Context: an optimization exercise on an open-source flow, tuned for small area and a short achievable clock period. The choices shown serve that exercise and are no tape-out recipe.
In this exercise RTL edits were held to simulation tests only and were not proved equivalent to the original.
No activity file was given, so power comes from the tool's default toggle rates.

## flow/design.v (module list and top-level ports; edited modules follow where they fit)
// module mul_tree1: 1468 lines
// module mul_tree2: 126 lines
// module cpu: 428 lines
module cpu(
    input wire                  clk,
    input wire                  reset,
    output wire                 mem_enable,
    output wire                 mem_rw,
    input wire                  mem_ack,
    output wire [32-1:0] mem_addr,
    input wire [128-1:0]     mem_data_out,
    output wire [128-1:0]    mem_data_in,
    output wire                 dbg_wb_en,
    output wire [5-1:0] dbg_wb_reg,
    output wire [32-1:0] dbg_wb_data
);
  // ...
==> flow/flow/run.sh <==
#!/bin/bash
set -euo pipefail
bash standard.sh SETUP_SLACK_MARGIN=7 finish > flow_make.log 2>&1
==> flow/standard.sh <==
#!/bin/bash
# synth_recipe.tcl (not shown) runs the flow's synth.tcl, then flattens the netlist and writes it again
# the make line also repeats each setting of config.mk as NAME=value (left out here)
make -C /OpenROAD-flow-scripts/flow DESIGN_CONFIG=/design/flow/config.mk WORK_HOME=/design/flow/orfs CLKGATE_MAP_FILE= SYNTH_SCRIPT=/design/flow/synth_recipe.tcl "${@:-finish}"
==> flow/config.mk <==
export PLATFORM = sky130hd
export DESIGN_NAME = cpu
export DESIGN_NICKNAME = cpu
export VERILOG_FILES = /design/flow/design.v
export SDC_FILE = /design/flow/constraint.sdc
export NUM_CORES = 4
export LEC_CHECK = 0
export CAP_MARGIN = 20
export CORE_MARGIN = 2
export CORE_UTILIZATION = 50
export SLEW_MARGIN = 20
export TNS_END_PERCENT = 0
==> flow/constraint.sdc <==
create_clock -name core_clock -period 11.0 [get_ports {clk}]
set_input_delay 2.2000 -clock core_clock [delete_from_list [all_inputs] [get_ports {clk}]]
set_output_delay 2.2000 -clock core_clock [all_outputs]
set_load 0.01 [all_outputs]
==> qor.txt, run 1 <==
status = finished clean
hold violation count in the final report = 0
row count = 201
Tapcell Cnt = 3958
Seq. pwr = 11.7 mW
invs w/o clock = 541
Avg WL per Cell = 40.6 um
top cells by area, synth = edfxtp_1 34%, dfxtp_1 16%, mux4_2 6.2%
Post-DP HPWL = 452000 um
critical-path cell list = buf_6 -> mux2i_2 -> mux4_2 -> mux4_2 -> o211ai_1 -> nand3_1 -> xnor2_1 -> a2111oi_4 -> nand4_1 -> nor4_4 -> a31oi_4 -> buf_12 -> nor4_2 -> a311oi_1
# setup viols final = 0
DR iter-0 viols = 23200
Synth Area in Adders = 0.0749
simple logic cell fraction of the synthesized area = 0.105
HP Start = m2_result[1]
dpl ws = 3.57 ns
startpoint types = register
Met2 Wirelength = 293000 um
area of the multi-input gates = 70800 um2
sequential-to-total area share from yosys stat = 0.506
Buffers on Ports = 326
Worst Tran Pin Value = 1.34 ns
placed cells = 16700
mux contribution to synthesized area = 0.0901
Hold EP = m3_result[1]
Sw Pwr = 5.12 mW
clock power share = 0.480
area added between synthesis and finish = 15.9%
final core occ = 0.583
Leakage = 61.2 nW
Worst Hold Slack = 0.410 ns
Synthesis Warnings = 34
maximum capacitance violations = 0
Clock group = 11.1 mW
Synth top area share = 0.344
final critical-path required period = 5.41 ns
slowest stage delay, CP = 0.63 ns
average size of a mapped cell = 11.5 um2
==> inputs of run 2 (changes only) <==
==> flow/run.sh (new file) <==
#!/bin/bash
# synth_recipe.tcl (not shown) runs the flow's synth.tcl, then flattens the netlist and writes it again
# the make line also repeats each setting of config.mk as NAME=value (left out here)
make -C /OpenROAD-flow-scripts/flow DESIGN_CONFIG=/design/flow/config.mk WORK_HOME=/design/flow/orfs CLKGATE_MAP_FILE= SYNTH_SCRIPT=/design/flow/synth_recipe.tcl finish
--- a/flow/config.mk
+++ b/flow/config.mk
@@ -7,6 +7,7 @@
 export LEC_CHECK = 0
 export CAP_MARGIN = 20
 export CORE_MARGIN = 2
-export CORE_UTILIZATION = 50
+export CORE_UTILIZATION = 45
+export SETUP_SLACK_MARGIN = 5
 export SLEW_MARGIN = 20
 export TNS_END_PERCENT = 0
removed: flow/flow/run.sh
removed: flow/standard.sh
==> qor.txt, run 2 <==
status = finished clean
Vert. Die Dim = 583 um
Top Registers = rf (992), dc_line (512), ic_line (512)
most common cell after layout, fill and taps aside = edfxtp_1
Worst Hold Slack = 0.416 ns (+0.00579 ns)
average size of a mapped cell = 11.5 um2 (unchanged)
Final nets = 13800
main flop type after synthesis = edfxtp_1
Post-DP HPWL = 428000 um (-5.2%)
worst hold path class = reg -> reg
Buffers on Ports = 326 (unchanged)
Synth top area share = 0.344 (unchanged)
row count = 212 (+5.5%)
final critical-path required period = 6.26 ns (+0.846 ns)
Biggest register = rf
DRT Pass-1 Iters = 13
Residual DRC = 0
PD cells = 137 nW/um2
Tot GR Track Use = 0.387
Post-synth ARST share = 0
Crit. End Element = output pin
gp weighted congestion = 1.08
Starting Density = 0.453
relative slew slack = 0.121
Leakage = 58.9 nW (-3.7%)
Fin Clk Skew = 0.124 ns
synth cell count leaders = 1732 x edfxtp_1, 1664 x nor2_1, 1221 x dfxtp_1, 1033 x a211oi_1, 932 x clkbuf_1
largest net degree at the start of global routing = 214
drt via density = 6.99
EDFF count, synth = 1732
CP Max Fanout = 34
initial antenna violation count = 71
Hold Buf Count CTS = 0
area added between synthesis and finish = 13.4%
# setup viols final = 0 (unchanged)
commonest cells after routing, fill and taps aside = 1732 x edfxtp_1, 1556 x nor2_1, 1197 x dfxtp_1
Yosys reg bits = 2953
top cells by area, synth = edfxtp_1 34%, dfxtp_1 16%, mux4_2 6.2%
Area after DPL = 160000 um2
startpoint types = register
sequential-to-total area share from yosys stat = 0.506 (unchanged)
via count = 124000
Avg WL per Cell = 38.0 um (-6.5%)
TritonCTS Sinks = 2953
ratio of cells with drive above 1 in the final layout = 0.122
I/O pin cnt = 331
CTS buffer count = 326
ANT nets after route = 0
CP Class = reg -> out
clock-pin transition on the worst setup and hold timing paths = 0.06 ns
Setup TNS = 0 ns
worst-skew pair later-pin latency = 1.04 ns
Core Area = 334000 um2
maximum capacitance violations = 0 (unchanged)
Critical Path RT = 8.80 ns
clk buf depth = 4
Arr. time, crit path = 4.06 ns
fmax = 0.160 GHz
Die Span X = 583 um
TritonCTS clock tree = done
Worst Tran Pin Value = 1.32 ns (-0.0196 ns)
Max rail drop VDD = 0.138 mV
largest area contributor in the netlist = edfxtp_1
Final Cycle Share = 0.569
Syn Std Cell Area = 151000 um2
unrepaired setup endpoints after global routing = true
max reg flops = 992
die area = 340000 um2
Routed WL = 676000 um
DR iter-0 viols = 22600 (-2.4%)
root buf cell = clkbuf_16
vias in the first global route = 117000
H-tree Lvls = 5
Max Transition Viols Final = 0
hold violation count in the final report = 0 (unchanged)
gr ovfl total = 0
post-synthesis cell type count = 94
Gate Count Post-Synth = 13200
Synthesis Warnings = 34 (unchanged)
finished layout cell area = 171000 um2
most frequent cell after synthesis = edfxtp_1
total power draw = 23.5 mW
first-pass GRT wire length = 930000 um
run 2: cell counts after synthesis:
Identical to the previous run, type by type.
run 2: through the flow:
step	util	worst slack [ns]	instances
6_report	0.514	4.74	17800
5_1_grt	0.513	4.71	17800
4_1_cts	0.513	4.80	17700
3_5_place_dp	0.479	4.06	17100
3_3_place_gp	0.479	3.99	17100
2_1_floorplan	-	2.80	13200
run 2: final cells by class:
cell class	instances	area, um2
clock buffers	438	9100
clock inverters	155	1970
repair buffers	673	6140
fillers	28900	162000
multi-input cells	8599	70000
diodes	50	125
inverters	541	2040
flip-flops and latches	2953	76500
well taps	4387	5490
run 2: kinds of logic (layout without fill, tap and decap cells):
kind of cell / Yosys count / count (layout) / share of synthesized area
xor gates and xnor gates: 477 / 477 / 0.0277
DFF: 2953 / 2953 / 0.506
muxes: 822 / 828 / 0.0901
and+or+nand+nor: 3478 / 3479 / 0.105
AOI/OAI and AO/OA: 3187 / 3188 / 0.156
adders and majority gates: 623 / 623 / 0.0749
other: 1 / 54 / 0.0000248
buffers and inverters: 1617 / 1807 / 0.0407
run 2: timing repair:
action / 4_1_cts / 5_1_grt
setup endpoints to repair: 381 / 254
gates cloned: 7 / 1
gates resized for setup: 28 / 16
pin swaps: 1 / 2
buffers inserted: 2 / 3
run 2: path summary, 6_finish.rpt:
check,startpoint,end,slack [ns],depth (start not counted)
setup / recovery,dc_regwrite,dbg_wb_data[2],4.74,4
hold / removal,m3_result[16],m4_result[16],0.42,0
setup reg to reg,register,pr1[6],4.84,14
hold reg to reg,m3_result[16],m4_result[16],0.42,0
run 2: layer usage:
metal / vias to the layer above / share of wire / GRT usage
li1: 49100 / - / -
met1: 61600 / 0.37 / 0.510
met2: 10600 / 0.41 / 0.543
met3: 2958 / 0.14 / 0.145
met4: 60 / 0.073 / 0.223
met5: - / 0.0013 / 0.0105
run 2: worst max-delay path, cell delays in order (launching register included):
cell	delay [ns]
dfxtp_4	0.56
buf_8	0.63
mux2i_4	0.87
inv_1	0.36
clkdlybuf4s50_1	0.57
run 2: where the power goes:
part,leakage [nW],internal [mW],total (mW),switching (mW)
Sequential,26.9,11.7,11.7,0.0283
Combinational,26.5,0.0936,0.327,0.233
Clock,5.41,6.65,11.5,4.80
Total,58.9,18.4,23.5,5.06
==> module cpu, before the edit <==
module cpu(
    input wire                  clk,
    input wire                  reset,
    output wire                 mem_enable,
    output wire                 mem_rw,
    input wire                  mem_ack,
    output wire [32-1:0] mem_addr,
    input wire [128-1:0]     mem_data_out,
    output wire [128-1:0]    mem_data_in,
    output wire                 dbg_wb_en,
    output wire [5-1:0] dbg_wb_reg,
    output wire [32-1:0] dbg_wb_data
);
   integer i;
   reg [31:2]  pc;
   reg [31:0]  if_instruction;
   reg [31:2]  if_pc;
   reg [31:0]  pr1, pr2;
   reg [31:0]  id_data_reg1, id_data_reg2;
   reg [4:0]   id_addr_reg1, id_addr_reg2;    
   reg [4:0]   id_dest_reg;
   reg         id_regwrite, id_regwrite_mult_in;
   reg [4:0]   id_src1, id_src2;              
   reg [4:0]   id_shamt;
   reg [15:0]  id_imm;
   reg         id_op_add, id_op_sub, id_op_or, id_op_lui, id_op_sll, id_op_mov;
   reg         id_memread, id_memwrite, id_byteword, id_alusrc;
   reg [31:0]  ex_result;
   reg [31:0]  ex_data_store;
   reg [4:0]   ex_dst_reg;
   reg         ex_regwrite, ex_do_read, ex_do_write, ex_memtoreg, ex_is_byte;
   reg [31:0]  m2_result, m3_result, m4_result, m5_result;
   reg [4:0]   m1_dst_reg, m2_dst_reg, m3_dst_reg, m4_dst_reg, m5_dst_reg;
   reg         m1_regwrite, m2_regwrite, m3_regwrite, m4_regwrite, m5_regwrite;
   reg [31:0]  dc_wdata;
   reg [4:0]   dc_dst_reg;
   reg         dc_regwrite;
   reg [31:0]  rf [1:31];
   reg [127:0] ic_line [0:3];
   reg [25:0]  ic_tag [0:3];
   reg [3:0]   ic_valid;
   reg         ic_req;
   reg [31:4]  ic_req_addr;
   reg [127:0] dc_line [0:3];
   reg [25:0]  dc_tag [0:3];
   reg [3:0]   dc_valid;
   reg [3:0]   dc_dirty;
   reg         dc_wreq, dc_rreq;
   reg [1:0]   arb_state;
   reg         arb_enable;
   reg         ic_read_ack, dc_read_ack, dc_write_ack;
   wire        wb_regwrite = m5_regwrite | dc_regwrite;
   wire [4:0]  wb_wreg     = dc_regwrite ? dc_dst_reg : m5_dst_reg;
   wire [31:0] wb_wdata    = dc_regwrite ? dc_wdata : m5_result;
   assign dbg_wb_en   = wb_regwrite;
   assign dbg_wb_reg  = wb_wreg;
   assign dbg_wb_data = wb_wdata;
   wire [5:0]  opcode = if_instruction[31:26];
   wire [5:0]  functc = if_instruction[5:0];
   wire [4:0]  rs     = if_instruction[25:21];
   wire [4:0]  rt     = if_instruction[20:16];
   wire [4:0]  rd     = if_instruction[15:11];
   wire op_rtype = opcode == 6'h0;
   wire op_ldb   = opcode == 6'h20;
   wire op_ldw   = opcode == 6'h23;
   wire op_stb   = opcode == 6'h28;
   wire op_stw   = opcode == 6'h2b;
   wire op_li    = opcode == 6'h9;
   wire op_addi  = opcode == 6'h8;
   wire op_ori   = opcode == 6'hD;
   wire op_lui   = opcode == 6'hF;
   wire op_beq   = opcode == 6'h4;
   wire op_bne   = opcode == 6'h5;
   wire op_mov   = opcode == 6'h10;
   wire op_jump  = opcode == 6'h2;
   wire op_stall = opcode == 6'h3f;
   wire [4:0] id_dest_wire =
          (op_stb | op_stw) ? 5'd0
        : (op_ldw | op_ori | op_addi | op_lui) ? rt
        : op_stall ? 5'd0
        : rd;
   wire id_regwrite_wire = op_rtype | op_ldb | op_ldw | op_li | op_addi | op_lui | op_ori;
   wire id_is_mult = op_rtype & (functc == 6'h18);
   reg fwb1, fwb2, br_op;
   reg s1_dc, s1_m5, s2_dc, s2_m5;
   reg bx_dc, bx_m5, bx_p1, bx_p2;
   wire [31:0] data_reg1 = s1_dc ? dc_wdata : s1_m5 ? m5_result : pr1;
   wire [31:0] data_reg2 = s2_dc ? dc_wdata : s2_m5 ? m5_result : pr2;
   wire [1:0]   dc_idx  = ex_result[5:4];
   wire [25:0]  dc_rtag = ex_result[31:6];
   wire [127:0] dc_lout = dc_line[dc_idx];
   wire [31:0]  dc_word = dc_lout[ex_result[3:2]*32 +: 32];
   wire [7:0]   dc_byte = dc_lout[ex_result[3:0]*8 +: 8];
   wire [31:0]  dc_data_out = ex_is_byte ? {24'h0, dc_byte} : dc_word;
   wire         dc_hit_int = dc_valid[dc_idx] && (dc_tag[dc_idx] == dc_rtag);
   wire         dc_do = ex_do_read | ex_do_write;
   reg ex_fw1, dc_fw1, ex_fw2, dc_fw2, ld_fw2;
   wire [31:0] operand1 = ex_fw1 ? ex_result : dc_fw1 ? dc_wdata : id_data_reg1;
   wire [31:0] reg2_sel = ex_fw2 ? ex_result : dc_fw2 ? dc_wdata : id_data_reg2;
   wire [31:0] reg2_fw  = (ex_fw2 | dc_fw2 | ~ld_fw2) ? reg2_sel : dc_data_out;
   wire [31:0] operand2 = id_alusrc ? reg2_sel : {5'd0, {11{id_imm[15]}}, id_imm};
   wire [32:0] addsub = {operand1, 1'b1} + {operand2 ^ {32{id_op_sub}}, id_op_sub};
   function sum_eq;
      input [31:0] a, b, x;
      input        cin;
      reg [31:0]   t, g;
      begin
         t = a ^ b ^ x;                      
         g = (a & b) | (t & (a | b));        
         sum_eq = (t == {g[30:0], cin});
      end
   endfunction
   wire [31:0] alu_logic =
          id_op_or  ? (operand1 | operand2)
        : id_op_lui ? {operand2[15:0], 16'h0}
        : id_op_sll ? (operand1 << id_shamt)
        : id_op_mov ? operand1
        : 32'd0;
   wire [31:0] br_x = bx_dc ? dc_wdata : bx_m5 ? m5_result : bx_p2 ? pr2 : pr1;
   wire alu_eq_x = id_op_add ? sum_eq(operand1, operand2, br_x, 1'b0)
                 : id_op_sub ? sum_eq(operand1, ~operand2, br_x, 1'b1)
                 : (alu_logic == br_x);
   wire br_ne = (fwb1 & fwb2) ? 1'b0
              : (fwb1 | fwb2) ? ~alu_eq_x
              : (data_reg1 != data_reg2);
   wire is_branch = br_op & br_ne;
   wire [31:0] alu_out = (id_op_add | id_op_sub) ? addsub[32:1] : alu_logic;
   reg lu_stall;
   wire rs_nz = rs != 0;
   wire rt_nz = rt != 0;
   wire raw1 = id_regwrite_mult_in && ((rs == id_dest_reg && rs_nz) || (rt == id_dest_reg && rt_nz));
   wire rawn = rt_nz && (
          (m1_regwrite && (rs == m1_dst_reg || rt == m1_dst_reg))
        | (m2_regwrite && (rs == m2_dst_reg || rt == m2_dst_reg))
        | (m3_regwrite && (rs == m3_dst_reg || rt == m3_dst_reg))
        | (m4_regwrite && (rs == m4_dst_reg || rt == m4_dst_reg)));
   wire waw = id_regwrite_wire && id_dest_wire != 0 && (
          (id_regwrite_mult_in && id_dest_wire == id_dest_reg)
        | (m1_regwrite && id_dest_wire == m1_dst_reg)
        | (m2_regwrite && id_dest_wire == m2_dst_reg));
   wire rawm = id_is_mult && (
          (id_regwrite && ((rs == id_dest_reg && rs_nz) || (rt == id_dest_reg && rt_nz)))
        | (ex_regwrite && ((rs == ex_dst_reg && rs_nz) || (rt == ex_dst_reg && rt_nz))));
   wire mult_stall = raw1 | rawn | waw | rawm;
   wire [1:0]   ic_idx  = pc[5:4];
   wire [127:0] ic_lout = ic_line[ic_idx];
   wire [31:0]  ic_word = ic_lout[pc[3:2]*32 +: 32];
   wire         ic_hit_int = ic_valid[ic_idx] && (ic_tag[ic_idx] == pc[31:6]);
   wire dc_stall = dc_do & ~dc_hit_int;
   wire go        = ~dc_stall & ~mult_stall & ~lu_stall;
   wire if_bubble = is_branch | ~ic_hit_int;
   wire id_ex_reset = ~dc_stall & mult_stall;
   wire id_ex_write = ~dc_stall & (mult_stall | ~lu_stall);
   wire ex_mem_reset = ~dc_stall & ~mult_stall & lu_stall;
   wire ex_mem_write = ~dc_stall;
   wire [31:2] pc_branch = if_pc + 30'd1 + {{14{if_instruction[15]}}, if_instruction[15:0]};
   wire [31:2] pc_jump   = {if_pc[31:28], if_instruction[25:0]};
   always @(posedge clk) begin
      if (reset) pc <= 32'h1000 >> 2;
      else if (go & is_branch) pc <= pc_branch;
      else if (go & ic_hit_int) pc <= op_jump ? pc_jump : pc + 30'd1;
   end
   wire [4:0]  nrs = ic_word[25:21];
   wire [4:0]  nrt = ic_word[20:16];
   wire [31:0] rd_n1 = (wb_regwrite && wb_wreg == nrs) ? wb_wdata : rf[nrs];
   wire [31:0] rd_n2 = (wb_regwrite && wb_wreg == nrt) ? wb_wdata : rf[nrt];
   wire [31:0] rd_h1 = (wb_regwrite && wb_wreg == rs && rs != 5'd0) ? wb_wdata : pr1;
   wire [31:0] rd_h2 = (wb_regwrite && wb_wreg == rt && rt != 5'd0) ? wb_wdata : pr2;
   always @(posedge clk) begin
      if (go) begin
         pr1 <= (nrs == 5'd0) ? 32'd0 : rd_n1;
         pr2 <= (nrt == 5'd0) ? 32'd0 : rd_n2;
      end else begin
         pr1 <= rd_h1;
         pr2 <= rd_h2;
      end
   end
   always @(posedge clk) begin
      if (reset) if_instruction <= 32'hffffffff;
      else if (go) if_instruction <= if_bubble ? 32'hffffffff : ic_word;
      if (reset | go) if_pc <= pc;
   end
   always @(posedge clk) begin
      if (reset | id_ex_reset) begin
         id_data_reg1 <= 32'd0;
         id_data_reg2 <= 32'd0;
         id_addr_reg1 <= 5'd0;
         id_addr_reg2 <= 5'd0;
         id_dest_reg <= 5'd0;
         id_regwrite <= 1'b0;
         id_regwrite_mult_in <= 1'b0;
         id_memread <= 1'b0;
         id_memwrite <= 1'b0;
         id_byteword <= 1'b0;
         id_alusrc <= 1'b0;
      end else if (id_ex_write) begin
         id_data_reg1 <= data_reg1;
         id_data_reg2 <= data_reg2;
         id_addr_reg1 <= rs;
         id_addr_reg2 <= rt;
         id_dest_reg <= id_dest_wire;
         id_regwrite <= id_regwrite_wire;
         id_regwrite_mult_in <= id_is_mult;
         id_memread <= op_ldb | op_ldw;
         id_memwrite <= op_stb | op_stw;
         id_byteword <= op_ldw | op_stw;
         id_alusrc <= op_rtype | op_beq | op_bne;
      end
      if (reset | id_ex_write) begin
         id_src1 <= rs;
         id_src2 <= op_ldw ? 5'd0 : rt;
         id_shamt <= if_instruction[10:6];
         id_imm <= if_instruction[15:0];
         id_op_add <= op_ldb | op_ldw | op_stb | op_stw | op_li | op_addi
                      | (op_rtype & functc == 6'h20);
         id_op_sub <= op_beq | (op_rtype & functc == 6'h22);
         id_op_or  <= op_ori;
         id_op_lui <= op_lui;
         id_op_sll <= op_rtype & functc == 6'h0;
         id_op_mov <= op_mov;
      end
   end
   wire [4:0] src1_n = id_ex_write ? rs : id_src1;
   wire [4:0] src2_n = id_ex_write ? (op_ldw ? 5'd0 : rt) : id_src2;
   wire memwrite_n = id_ex_reset ? 1'b0 : id_ex_write ? (op_stb | op_stw) : id_memwrite;
   wire ex_rw_n  = ex_mem_reset ? 1'b0 : ex_mem_write ? id_regwrite : ex_regwrite;
   wire ex_rd_n  = ex_mem_reset ? 1'b0 : ex_mem_write ? id_memread : ex_do_read;
   wire [4:0] ex_dst_n = ex_mem_write ? id_dest_reg : ex_dst_reg;
   wire dc_rw_n  = ~dc_stall & ex_regwrite;
   always @(posedge clk) begin
      if (reset) begin
         ex_fw1 <= 1'b0;
         dc_fw1 <= 1'b0;
         ex_fw2 <= 1'b0;
         dc_fw2 <= 1'b0;
         ld_fw2 <= 1'b0;
      end else begin
         ex_fw1 <= ex_rw_n && ex_dst_n != 0 && ex_dst_n == src1_n;
         dc_fw1 <= dc_rw_n && ex_dst_reg != 0 && ex_dst_reg == src1_n;
         ex_fw2 <= ex_rw_n && ex_dst_n != 0 && ex_dst_n == src2_n && ~ex_rd_n;
         dc_fw2 <= dc_rw_n && ex_dst_reg != 0 && ex_dst_reg == src2_n;
         ld_fw2 <= ex_rd_n && ex_dst_n != 0 && memwrite_n && ex_dst_n == src2_n;
      end
   end
   wire [4:0] rs_n = go ? nrs : rs;
   wire [4:0] rt_n = go ? nrt : rt;
   wire [4:0] id_dest_n = id_ex_reset ? 5'd0 : id_ex_write ? id_dest_wire : id_dest_reg;
   wire       m5_rw_n   = ex_mem_write ? m4_regwrite : m5_regwrite;
   wire [4:0] m5_dst_n  = ex_mem_write ? m4_dst_reg : m5_dst_reg;
   wire       wb_rw_n   = m5_rw_n | dc_rw_n;
   wire [4:0] wb_wreg_n = dc_rw_n ? ex_dst_reg : m5_dst_n;
   wire       word_br   = (ic_word[31:26] == 6'h4) | (ic_word[31:26] == 6'h5);
   wire       byp1_n    = wb_rw_n && wb_wreg_n == rs_n;
   wire       byp2_n    = wb_rw_n && wb_wreg_n == rt_n;
   wire       fwb1_n    = ex_rw_n && id_dest_n == rs_n;
   wire [4:0] addr1_n = id_ex_reset ? 5'd0 : id_ex_write ? rs : id_addr_reg1;
   wire [4:0] addr2_n = id_ex_reset ? 5'd0 : id_ex_write ? rt : id_addr_reg2;
   always @(posedge clk) begin
      if (reset) lu_stall <= 1'b0;
      else lu_stall <= ex_rd_n && ((ex_dst_n == addr1_n) || ((ex_dst_n == addr2_n) && ~memwrite_n));
   end
   always @(posedge clk) begin
      s1_dc <= byp1_n & dc_rw_n;
      s1_m5 <= byp1_n & ~dc_rw_n;
      s2_dc <= byp2_n & dc_rw_n;
      s2_m5 <= byp2_n & ~dc_rw_n;
      bx_dc <= (fwb1_n ? byp2_n : byp1_n) & dc_rw_n;
      bx_m5 <= (fwb1_n ? byp2_n : byp1_n) & ~dc_rw_n;
      bx_p2 <= fwb1_n & ~byp2_n;
      bx_p1 <= ~fwb1_n & ~byp1_n;
      fwb1 <= fwb1_n;
      fwb2 <= ex_rw_n && id_dest_n == rt_n;
      if (reset) br_op <= 1'b0;
      else if (go) br_op <= ~if_bubble & word_br;
   end
   always @(posedge clk) begin
      if (reset | ex_mem_reset) begin
         ex_regwrite <= 1'b0;
         ex_do_read <= 1'b0;
         ex_do_write <= 1'b0;
      end else if (ex_mem_write) begin
         ex_regwrite <= id_regwrite;
         ex_do_read <= id_memread;
         ex_do_write <= id_memwrite;
      end
      if (reset | ex_mem_write) begin
         ex_result <= alu_out;
         ex_data_store <= reg2_fw;
         ex_dst_reg <= id_dest_reg;
         ex_memtoreg <= id_memread;
         ex_is_byte <= ~id_byteword;
      end
   end
   wire [121:0] mul_cs;
   wire [31:0]  mul_p;
   reg  [121:0] m1_cs;
   mul_tree1 mul_tree1 (.a(id_data_reg1), .b(id_data_reg2), .cs(mul_cs));
   mul_tree2 mul_tree2 (.cs(m1_cs), .p(mul_p));
   always @(posedge clk) begin
      if (reset | ex_mem_write) begin
         m1_cs <= mul_cs;
         m2_result <= mul_p;
         m3_result <= m2_result;
         m4_result <= m3_result;
         m5_result <= m4_result;
         m1_dst_reg <= id_dest_reg;
         m2_dst_reg <= m1_dst_reg;
         m3_dst_reg <= m2_dst_reg;
         m4_dst_reg <= m3_dst_reg;
         m5_dst_reg <= m4_dst_reg;
         m1_regwrite <= id_regwrite_mult_in;
         m2_regwrite <= m1_regwrite;
         m3_regwrite <= m2_regwrite;
         m4_regwrite <= m3_regwrite;
         m5_regwrite <= m4_regwrite;
      end
   end
   always @(posedge clk) begin
      dc_regwrite <= ~reset & ~dc_stall & ex_regwrite;
      dc_dst_reg <= ex_dst_reg;
      dc_wdata <= ex_memtoreg ? dc_data_out : ex_result;
   end
   always @(posedge clk) begin
      for (i = 1; i < 32; i = i + 1) begin
         if (reset) rf[i] <= 32'd0;
         else if (wb_regwrite && wb_wreg == i) rf[i] <= wb_wdata;
      end
   end
   wire arb_done = arb_enable & mem_ack;
   always @(posedge clk) begin
      if (reset) begin
         arb_state <= 2'b00;
         arb_enable <= 1'b0;
         ic_read_ack <= 1'b0;
         dc_read_ack <= 1'b0;
         dc_write_ack <= 1'b0;
      end else begin
         ic_read_ack <= 1'b0;
         dc_read_ack <= 1'b0;
         dc_write_ack <= 1'b0;
         case (arb_state)
            2'b00: begin
               if (~mem_ack) begin
                  if (dc_wreq & ~dc_write_ack) begin
                     arb_state <= 2'b10;
                     arb_enable <= 1'b1;
                  end else if (dc_rreq & ~dc_read_ack) begin
                     arb_state <= 2'b11;
                     arb_enable <= 1'b1;
                  end else if (ic_req & ~ic_read_ack) begin
                     arb_state <= 2'b01;
                     arb_enable <= 1'b1;
                  end
               end
            end
            default: begin
               if (arb_done) begin
                  ic_read_ack <= arb_state == 2'b01;
                  dc_write_ack <= arb_state == 2'b10;
                  dc_read_ack <= arb_state == 2'b11;
                  arb_enable <= 1'b0;
               end
               if (~arb_enable & ~mem_ack) arb_state <= 2'b00;
            end
         endcase
      end
   end
   assign mem_enable  = arb_enable;
   assign mem_rw      = arb_state != 2'b10;
   assign mem_addr    = arb_state == 2'b01 ? {ic_req_addr, 4'h0}
                      : arb_state == 2'b10 ? {dc_tag[dc_idx], dc_idx, 4'h0}
                      : {ex_result[31:4], 4'h0};
   assign mem_data_in = dc_lout;
   wire [1:0] ic_fidx = ic_req_addr[5:4];
   always @(posedge clk) begin
      if (reset) begin
         ic_valid <= 4'b0;
         ic_req <= 1'b0;
      end else begin
         if (ic_read_ack) begin
            ic_tag[ic_fidx] <= ic_req_addr[31:6];
            ic_valid[ic_fidx] <= 1'b1;
            ic_req <= 1'b0;
         end
         if (~is_branch & ~ic_hit_int & ~ic_req) begin
            ic_valid[ic_idx] <= 1'b0;
            ic_req <= 1'b1;
         end
      end
      if (~ic_req) ic_req_addr <= pc[31:4];
   end
   always @(posedge clk) begin
      if (arb_done && arb_state == 2'b01) ic_line[ic_fidx] <= mem_data_out;
   end
   always @(posedge clk) begin
      if (reset) begin
         dc_valid <= 4'b0;
         dc_dirty <= 4'b0;
         dc_wreq <= 1'b0;
         dc_rreq <= 1'b0;
      end else begin
         if (dc_write_ack) dc_wreq <= 1'b0;
         if (dc_read_ack) begin
            dc_tag[dc_idx] <= dc_rtag;
            dc_valid[dc_idx] <= 1'b1;
            dc_dirty[dc_idx] <= 1'b0;
            dc_rreq <= 1'b0;
         end
         if (dc_do) begin
            if (dc_hit_int) begin
               if (ex_do_write) dc_dirty[dc_idx] <= 1'b1;
            end else if (~dc_rreq & ~dc_wreq) begin
               if (dc_valid[dc_idx] & dc_dirty[dc_idx]) dc_wreq <= 1'b1;
               dc_valid[dc_idx] <= 1'b0;
               dc_rreq <= 1'b1;
            end
         end
      end
   end
   always @(posedge clk) begin
      if (arb_done && arb_state == 2'b11)
         dc_line[dc_idx] <= mem_data_out;
      else if (~reset & dc_do & dc_hit_int & ex_do_write) begin
         if (ex_is_byte) dc_line[dc_idx][ex_result[3:0]*8 +: 8] <= ex_data_store[7:0];
         else dc_line[dc_idx][ex_result[3:2]*32 +: 32] <= ex_data_store;
      end
   end
endmodule
==> inputs of run 3 (changes only) <==
--- a/flow/design.v
+++ b/flow/design.v
@@ -1713,7 +1713,11 @@
    wire [31:0] br_x = bx_dc ? dc_wdata : bx_m5 ? m5_result : bx_p2 ? pr2 : pr1;
    wire alu_eq_x = id_op_add ? sum_eq(operand1, operand2, br_x, 1'b0)
                  : id_op_sub ? sum_eq(operand1, ~operand2, br_x, 1'b1)
-                 : (alu_logic == br_x);
+                 : id_op_or  ? ((operand1 | operand2) == br_x)
+                 : id_op_lui ? ({operand2[15:0], 16'h0} == br_x)
+                 : id_op_sll ? ((operand1 << id_shamt) == br_x)
+                 : id_op_mov ? (operand1 == br_x)
+                 : (br_x == 32'd0);
    wire br_ne = (fwb1 & fwb2) ? 1'b0
               : (fwb1 | fwb2) ? ~alu_eq_x
               : (data_reg1 != data_reg2);
==> flow/flow/run.sh (new file) <==
#!/bin/bash
set -euo pipefail
bash standard.sh SETUP_SLACK_MARGIN=7 finish > flow_make.log 2>&1
==> flow/standard.sh (new file) <==
#!/bin/bash
# synth_recipe.tcl (not shown) runs the flow's synth.tcl, then flattens the netlist and writes it again
# the make line also repeats each setting of config.mk as NAME=value (left out here)
make -C /OpenROAD-flow-scripts/flow DESIGN_CONFIG=/design/flow/config.mk WORK_HOME=/design/flow/orfs CLKGATE_MAP_FILE= SYNTH_SCRIPT=/design/flow/synth_recipe.tcl "${@:-finish}"
--- a/flow/config.mk
+++ b/flow/config.mk
@@ -7,7 +7,6 @@
 export LEC_CHECK = 0
 export CAP_MARGIN = 20
 export CORE_MARGIN = 2
-export CORE_UTILIZATION = 45
-export SETUP_SLACK_MARGIN = 5
+export CORE_UTILIZATION = 50
 export SLEW_MARGIN = 20
 export TNS_END_PERCENT = 0
removed: flow/run.sh
==> qor.txt, run 3 <==
HP Start = m2_result[11]
Max rail drop VDD = 0.155 mV (+12%)
placed cells = 16800 (-1.8%)
DRT Pass-1 Iters = 13 (unchanged)
die area = 309000 um2 (-9.1%)
Core Area = 303000 um2 (-9.1%)
slowest stage delay, CP = 0.91 ns (+0.04 ns)
Internal Power = 18.3 mW (-0.32%)
DR iter-0 viols = 24300 (+7.7%)
Die Span X = 556 um (-4.7%)
Arr. time, crit path = 6.01 ns (+1.95 ns)
average size of a mapped cell = 11.5 um2 (+0.30%)
Tot GR Track Use = 0.447 (+0.0595)
Sw Share = 0.218 (+0.00283)
I/O pin cnt = 331 (unchanged)
maximum capacitance violations = 0 (unchanged)
finished layout cell area = 178000 um2 (+3.8%)
EDFF count, synth = 1732 (unchanged)
TritonCTS Sinks = 2953 (unchanged)
main flop type after synthesis = edfxtp_1
# setup viols final = 0 (unchanged)
final critical-path required period = 5.25 ns (-1.01 ns)
Vert. Die Dim = 556 um (-4.7%)
Final Cycle Share = 0.477 (-0.0917)
Critical-path top delay cell = nor2_4
clock power share = 0.487 (about the same)
clock-pin transition on the worst setup and hold timing paths = 0.06 ns (about the same)
CP Class = reg -> reg
most common cell after layout, fill and taps aside = edfxtp_1
synth cell count leaders = 1732 x edfxtp_1, 1476 x nor2_1, 1221 x dfxtp_1, 1035 x a211oi_1, 957 x clkbuf_1
Top Registers = rf (992), dc_line (512), ic_line (512)
non-filler cells, final = 17800 (+0.22%)
Starting Density = 0.503 (+0.0501)
critical-path cell list = bufbuf_16 -> mux4_2 -> mux4_2 -> buf_12 -> nor2b_1 -> nand2b_1 -> nor2_4 -> buf_4 -> a22o_1 -> a221oi_1 -> nand4_1 -> o22ai_2 -> o22ai_1
delay-heaviest family, CP = simple AND/OR/NAND/NOR gates
area added between synthesis and finish = 16.7%
relative slew slack = 0.158 (+0.0372)
Routed WL = 710000 um (+5.1%)
Syn Std Cell Area = 153000 um2 (+0.95%)
WP buf/inv = 3 (unchanged)
TritonCTS clock tree = done
worst hold path class = reg -> reg
Final nets = 14200 (+2.8%)
Critical Path RT = 11.76 ns (+2.96 ns)
Crit. End Element = register
CP Max Fanout = 23 (-32%)
Yosys reg bits = 2953 (unchanged)
Buffers on Ports = 326 (unchanged)
sequential-to-total area share from yosys stat = 0.501 (-0.00477)
Fin Clk Skew = 0.0958 ns (-0.0279 ns)
drt via density = 7.18 (+2.7%)
ratio of cells with drive above 1 in the final layout = 0.165 (+0.0427)
max reg flops = 992 (unchanged)
most frequent cell after synthesis = edfxtp_1
Hold Buf Count CTS = 0 (unchanged)
Synthesis Warnings = 34 (unchanged)
Sw Pwr = 5.13 mW (+1.4%)
Residual DRC = 0 (unchanged)
Area after DPL = 161000 um2 (+0.78%)
initial antenna violation count = 97 (+37%)
Synth top area share = 0.341 (-0.00324)
gr ovfl total = 0 (unchanged)
post-synthesis cell type count = 87 (-7.4%)
Leakage = 62.3 nW (+5.8%)
via count = 128000 (+2.9%)
Final WS setup = 5.75 ns (+1.01 ns)
first-pass GRT wire length = 963000 um (+3.5%)
dpl ws = 3.78 ns (-0.286 ns)
startpoint types = register
PD cells = 132 nW/um2 (-3.7%)
final core occ = 0.587 (+0.0731)
Avg WL per Cell = 39.8 um (+4.9%)
ANT nets after route = 0 (unchanged)
top cells by area, synth = edfxtp_1 34%, dfxtp_1 16%, fa_1 6.2%
worst-skew pair later-pin latency = 0.99 ns (-0.05 ns)
largest area contributor in the netlist = edfxtp_1
Gate Count Post-Synth = 13200 (+0.65%)
row count = 202 (-4.7%)
clk buf depth = 4 (unchanged)
root buf cell = clkbuf_16
Post-synth ARST share = 0 (unchanged)
status = finished clean
fmax = 0.191 GHz (+19%)
hold violation count in the final report = 0 (unchanged)
Worst Tran Pin Value = 1.26 ns (-0.0554 ns)
largest net degree at the start of global routing = 189 (-12%)
Biggest register = rf
unrepaired setup endpoints after global routing = true
H-tree Lvls = 5 (unchanged)
CTS buffer count = 327 (+0.31%)
Reg power frac = 0.498 (about the same)
cell mode on critical path = mux4_2
commonest cells after routing, fill and taps aside = 1732 x edfxtp_1, 1359 x nor2_1, 1148 x dfxtp_1
total power draw = 23.5 mW (about the same)
Max Transition Viols Final = 0 (unchanged)
Post-DP HPWL = 446000 um (+4.2%)
gp weighted congestion = 1.07 (-0.47%)
Comb pwr share = 0.015 (about the same)
Setup TNS = 0 ns (unchanged)
Worst Hold Slack = 0.413 ns (-0.00228 ns)
vias in the first global route = 120000 (+2.0%)
## run 3: cell types whose count changed after synthesis, sizes merged, moves of 56 or more
cell,change
nand3,+56
a22o,-74
nor2,-188
a221oi,-108
o221ai,-58
a21oi,-141
mux2i,+140
a22oi,+168
## run 3: worst reg2reg max path, cell delays in order (launching register included)
cell,delay (ns)
dfxtp_4,0.46
bufbuf_16,0.45
mux4_2,0.57
mux4_2,0.51
buf_12,0.18
nor2b_1,0.18
nand2b_1,0.27
nor2_4,0.91
buf_4,0.64
a22o_1,0.25
a221oi_1,0.06
nand4_1,0.22
o22ai_2,0.20
o22ai_1,0.20
## run 3: logic make-up (layout without fill, tap and decap cells)
| logic type | Yosys count | in the layout | share of synthesized area |
|---|---|---|---|
| AOI/OAI and AO/OA | 3114 | 3114 | 0.149 |
| xor gates and xnor gates | 548 | 548 | 0.0315 |
| adders and majority gates | 622 | 622 | 0.0742 |
| buffers and inverters | 1644 | 2144 | 0.0412 |
| DFF | 2953 | 2953 | 0.501 |
| muxes | 995 | 999 | 0.101 |
| other | 1 | 106 | 0.0000246 |
| and+or+nand+nor | 3366 | 3372 | 0.102 |
## run 3: worst paths after layout
check | slack [ns] | endpoint | cells after the start
worst max-delay path | 5.75 | pr2[28] | 13
worst min register to register | 0.41 | m3_result[11] | 0
worst max register to register | 5.75 | pr2[28] | 13
worst min-delay path | 0.41 | m3_result[11] | 0
## run 3: power groups by stage
stage	registers, mW	logic, mW	clock network, mW
floorplan	11.9	0.151	0
CTS	11.7	0.344	11.5
global route	11.7	0.371	11.9
finish	11.7	0.359	11.4
detailed placement	11.9	0.340	0
global placement	11.9	0.331	0
## run 3: layer usage
metal | global-route usage | vias up | part of all wire
li1 | - | 50100 | -
met1 | 0.585 | 63300 | 0.37
met2 | 0.612 | 11400 | 0.40
met3 | 0.199 | 3164 | 0.16
met4 | 0.250 | 40 | 0.074
met5 | 0.00391 | - | 0.00057
## run 3: cell type report
class	instances	area [um2]
fill	24800	125000
sequential	2953	76600
multi-input combinational	8659	72300
timing repair buffer	1008	10600
clock buffer	441	9220
tap	3978	4980
inverter	532	2090
clock inverter	162	1920
antenna	102	255
timing repair inverter	1	8.76
## run 3: timing repair
item                                    in CTS  in global routing
pin swaps                                   15                 32
setup buffers                              144                104
resized for setup                          468                246
endpoints found under the setup margin    2953               3279
gates cloned                                40                 14

## what the ideal ports hide
How much do the figures lean on ideal ports? The routed layouts below were timed once more, with nothing changed but the port constraints.
Step 1 sets driving cells, clkbuf_16 on the clock port and buf_2 on the other inputs (assumed; they add their load-dependent delay and slew).
Step 2 also shifts input and output timing later by t, the mid clock arrival at the registers, as if the neighbouring blocks saw the same clock.
Three values: ideal, step 1, step 2; two values: the first two.
run	t (ns)	slack for setup (ns)	hold slack, ns	clock arrival spread, ns	cell pins on the clock port's net
run 1	1.058	5.590 / 5.590 / 4.750	0.410 / 0.410 / 0.410	0.091 / 0.091	1
run 2	1.076	4.744 / 4.651 / 4.837	0.416 / 0.416 / 0.416	0.134 / 0.134	1
run 3	1.059	5.752 / 5.721 / 4.995	0.413 / 0.413 / 0.413	0.098 / 0.097	1
After both steps setup and hold are still met in every run listed. For run 1, which loses most, drivers alone change the setup slack by 0.000 ns; drivers and shift together by -0.840 ns.
